Background: an optimization exercise with open tools, aiming at small area. Do not read the settings as production practice. Function was checked by simulation only, so behaviour that the tests miss may differ from the original. Power and IR drop assume default switching activity.

Design Greedy_snake, start of the top module:
module  Greedy_snake(
        input                   clk                     ,
        input                   rst_n                   ,
        input         [ 3: 0]   KEY                     ,
        output  wire            VGA_SYNC_N              ,
        output  wire            VGA_BLANK_N             ,
        output  wire            VGA_HS                  ,
        output  wire            VGA_VS                  ,
        output  wire  [ 7: 0]   VGA_R                   ,
        output  wire  [ 7: 0]   VGA_G                   ,
        output  wire  [ 7: 0]   VGA_B                   ,
        output  wire  [15: 0]   ROM_START_ADDR          ,
        input         [ 7: 0]   ROM_START_Q             ,
        output  wire  [15: 0]   ROM_END_ADDR            ,
        input         [ 7: 0]   ROM_END_Q
);
clock: 8.0 ns
lec_check: 0
abc_area: 1
cap_margin: 20
core_margin: 2
core_utilization: 60
cts_buf_list: sky130_fd_sc_hd__clkbuf_16
cts_cluster_diameter: 100
cts_cluster_size: 25
slew_margin: 20
standard.sh (not shown) runs the stock make flow with config.mk's settings and CLKGATE_MAP_FILE= SYNTH_SCRIPT=/design/flow/synth_recipe.tcl, a recipe that flattens the netlist after the stock synthesis.
==> flow/flow/run.sh <==
#!/bin/bash
# Own layout flow: the standard flow, with two changes.
#  1. After the standard synthesis, the gates between the flip-flops are
#     mapped again by ABC with an area script (flow/resynth.tcl); the
#     flip-flops keep their instances, names and cell types.
#  2. Port buffers use the smallest buffer cell (buf_1).
# Each tool's output goes to a log file of its own in the work folder.
set -euo pipefail
W=$PWD
R=$W/orfs/results/$FLOW_PLATFORM/Greedy_snake/base
LIB=$FLOW_HOME/platforms/$FLOW_PLATFORM/lib/sky130_fd_sc_hd__tt_025C_1v80.lib
YOSYS=$(command -v yosys || echo "$FLOW_HOME/../tools/install/yosys/bin/yosys")

bash standard.sh synth > $W/log_1_standard_synth.log 2>&1
cp $R/1_2_yosys.v $W/standard_1_2_yosys.v

RS_LIB=$LIB RS_IN=$W/standard_1_2_yosys.v RS_OUT=$W/resynth.v \
RS_ABC=$W/flow/area.abc RS_TOP=$FLOW_TOP \
  "$YOSYS" -c $W/flow/resynth.tcl > $W/log_2_resynth.log 2>&1

cp $W/resynth.v $R/1_2_yosys.v
rm -f $R/1_synth.odb $R/1_synth.sdc
bash standard.sh "BUFFER_PORTS_ARGS=-buffer_cell sky130_fd_sc_hd__buf_1" finish \
  > $W/log_3_standard_finish.log 2>&1
==> flow/flow/area.abc <==
strash
&get -n
&fraig -x
&put
scorr
dc2
strash
dch -f
amap
==> flow/flow/resynth.tcl <==
# Re-map the combinational logic of the standard synthesis netlist for area.
# Every flip-flop stays as it is: same instance, name and cell type; only the
# gates between them are mapped again, by ABC with an area-oriented script.
yosys -import
set lib    $::env(RS_LIB)
set in     $::env(RS_IN)
set out    $::env(RS_OUT)
set script $::env(RS_ABC)
read_liberty -ignore_miss_func $lib
# sequential and tie cells stay opaque instances
foreach m [list sky130_fd_sc_hd__df* sky130_fd_sc_hd__edf* sky130_fd_sc_hd__sdf* \
             sky130_fd_sc_hd__sedf* sky130_fd_sc_hd__dl* sky130_fd_sc_hd__sdl* \
             sky130_fd_sc_hd__conb_1] {
  catch { blackbox $m }
}
read_verilog -overwrite $in
hierarchy -top $::env(RS_TOP)
flatten
opt -purge
set dont {}
foreach p {sky130_fd_sc_hd__lpflow_* sky130_fd_sc_hd__probe* sky130_fd_sc_hd__bleeder*} {
  lappend dont -dont_use $p
}
abc -liberty $lib {*}$dont -script $script
opt_clean -purge
hilomap -singleton -hicell sky130_fd_sc_hd__conb_1 HI -locell sky130_fd_sc_hd__conb_1 LO
opt_clean -purge
tee -o $out.stat stat -liberty $lib
write_verilog -noattr -noexpr -nohex -nodec $out
The first run produced a clean layout.
Change:
--- a/flow/design.v
+++ b/flow/design.v
@@ -1,19 +1,20 @@
 module  debounce(
         input                   clk                     ,
         input                   rst_n                   ,
         input                   key_in                  ,
         output  wire            key_out
 );
 localparam  [13: 0]     DB_B    =   14'h184b;
 reg                             key_r                           ;
 reg     [13: 0]                 cnt                             ;
-wire                            at_b    =   (cnt == DB_B);
+localparam  [13: 0]     DB_M    =   14'h1feb;
+wire                            at_b    =   ((cnt & DB_M) == (DB_B & DB_M));
 wire    [13: 0]                 stp     =   {cnt[12:0], ~(cnt[13] ^ cnt[12])};
 always  @(posedge clk or negedge rst_n)begin
     if(rst_n==1'b0)
         key_r   <=      1'b0;
     else
         key_r   <=      key_in;
 end
 always  @(posedge clk or negedge rst_n)begin
     if(rst_n==1'b0)
@@ -47,19 +48,20 @@
         output  reg   [ 1: 0]   object
 );
 localparam  D_R     =   2'b00;
 localparam  D_L     =   2'b01;
 localparam  D_D     =   2'b10;
 localparam  D_U     =   2'b11;
 localparam  [14: 0]     MV_A    =   15'h393a;
 localparam  [14: 0]     MV_R    =   15'h7275;
 reg     [14: 0]     cnt0;
-wire                end_cnt0    =   (cnt0 == MV_A);
+localparam  [14: 0]     MV_M    =   15'h7dfb;
+wire                end_cnt0    =   ((cnt0 & MV_M) == (MV_A & MV_M));
 always  @(posedge clk or negedge rst_n)begin
     if(!rst_n)
         cnt0    <=  MV_R;
     else
         cnt0    <=  {cnt0[13:0], ~(cnt0[14] ^ cnt0[13]) ^ end_cnt0};
 end
 reg     [ 2: 0]     direct;
 always  @(posedge clk)begin
     if(key_left)
@@ -305,19 +307,19 @@
 wire    corner  =   (px[3:1] == 3'd0) && ((py[3:0] == 4'd0) || (py[3:0] == 4'd15));
 wire    hs_d    =   ~((px >= 10'd881) && (px <= 10'd976));
 wire    vs_d    =   ~((py == 10'd490) || (py == 10'd491));
 wire    rd_en   =   (px >= 10'd220) && (px < 10'd420) && (py >= 10'd140) && (py < 10'd340);
 reg     [15: 0]     rom_addr;
 always  @(posedge clk or negedge rst_n)begin
     if(!rst_n)
         rom_addr    <=  16'd0;
     else if(rd_en)begin
-        if(rom_addr == 16'd39999)
+        if(&(rom_addr | ~16'd39999))
             rom_addr    <=  16'd0;
         else
             rom_addr    <=  rom_addr + 1'b1;
     end
 end
 assign  ROM_START_ADDR  =   rom_addr;
 assign  ROM_END_ADDR    =   rom_addr;
 reg     [ 1: 0]     gstat;
 reg     [ 1: 0]     gstat_n;
@@ -339,19 +341,20 @@
 wire    play    =   (gstat == G_PLAY);
 reg     [ 4: 0]     cx_hi;           
 reg     [ 2: 0]     cy_hi;           
 wire    [ 1: 0]     t_lo    =   px[1:0] - 2'd1;
 wire    [ 5: 0]     cx      =   {cx_hi, t_lo[0]};
 wire    [ 4: 0]     cy      =   {cy_hi, t_lo};
 localparam  [11: 0]     AP_A    =   12'hdb6;
 localparam  [11: 0]     AP_R    =   12'hb6c;
 reg     [11: 0]     ca;
-wire                end_ca  =   (ca == AP_A);
+localparam  [11: 0]     AP_M    =   12'hbfd;
+wire                end_ca  =   ((ca & AP_M) == (AP_A & AP_M));
 reg     [ 5: 0]     apple_x;
 reg     [ 4: 0]     apple_y;
 reg                 body_add_sig;
 wire    [ 5: 0]     head_x;
 wire    [ 4: 0]     head_y;
 wire                eat     =   end_ca && (apple_x == head_x) && (apple_y == head_y);
 always  @(posedge clk or negedge rst_n)begin
     if(!rst_n)begin
         cx_hi   <=  5'd0;
The changed run finished clean.
Global-route usage falls by 0.44 points.
Wire length falls by 3.2%.
Worst hold slack gets worse by 22 ps.
Sequential power is about the same.
Setup slack gets worse by 51 ps.
Sequential cell count does not change.
Final area falls by 1.2%.

separate check: timing with driven ports:
The results above use ideal ports. As a check the final layouts listed here were re-extracted and re-timed, cells and wires unchanged. Step 1 sets driving cells, clkbuf_16 on the clock port and buf_2 on the other inputs (assumed; they add their load-dependent delay and slew). Step 2, shift: input delay + t, output delay - t, t = (earliest + latest rising clock arrival at the registers) / 2. This alone moves slack from input paths to output paths. Slacks: no drivers / after step 1 / after step 2; pairs: no drivers / after step 1.
run | shift t [ns] | setup slack, ns | cell pins on the clock port's net
the first run | 0.540 | 2.448 / 2.448 / 2.448 | 1
the second run | 0.524 | 2.397 / 2.397 / 2.397 | 1
After both steps every run listed still meets setup and hold.
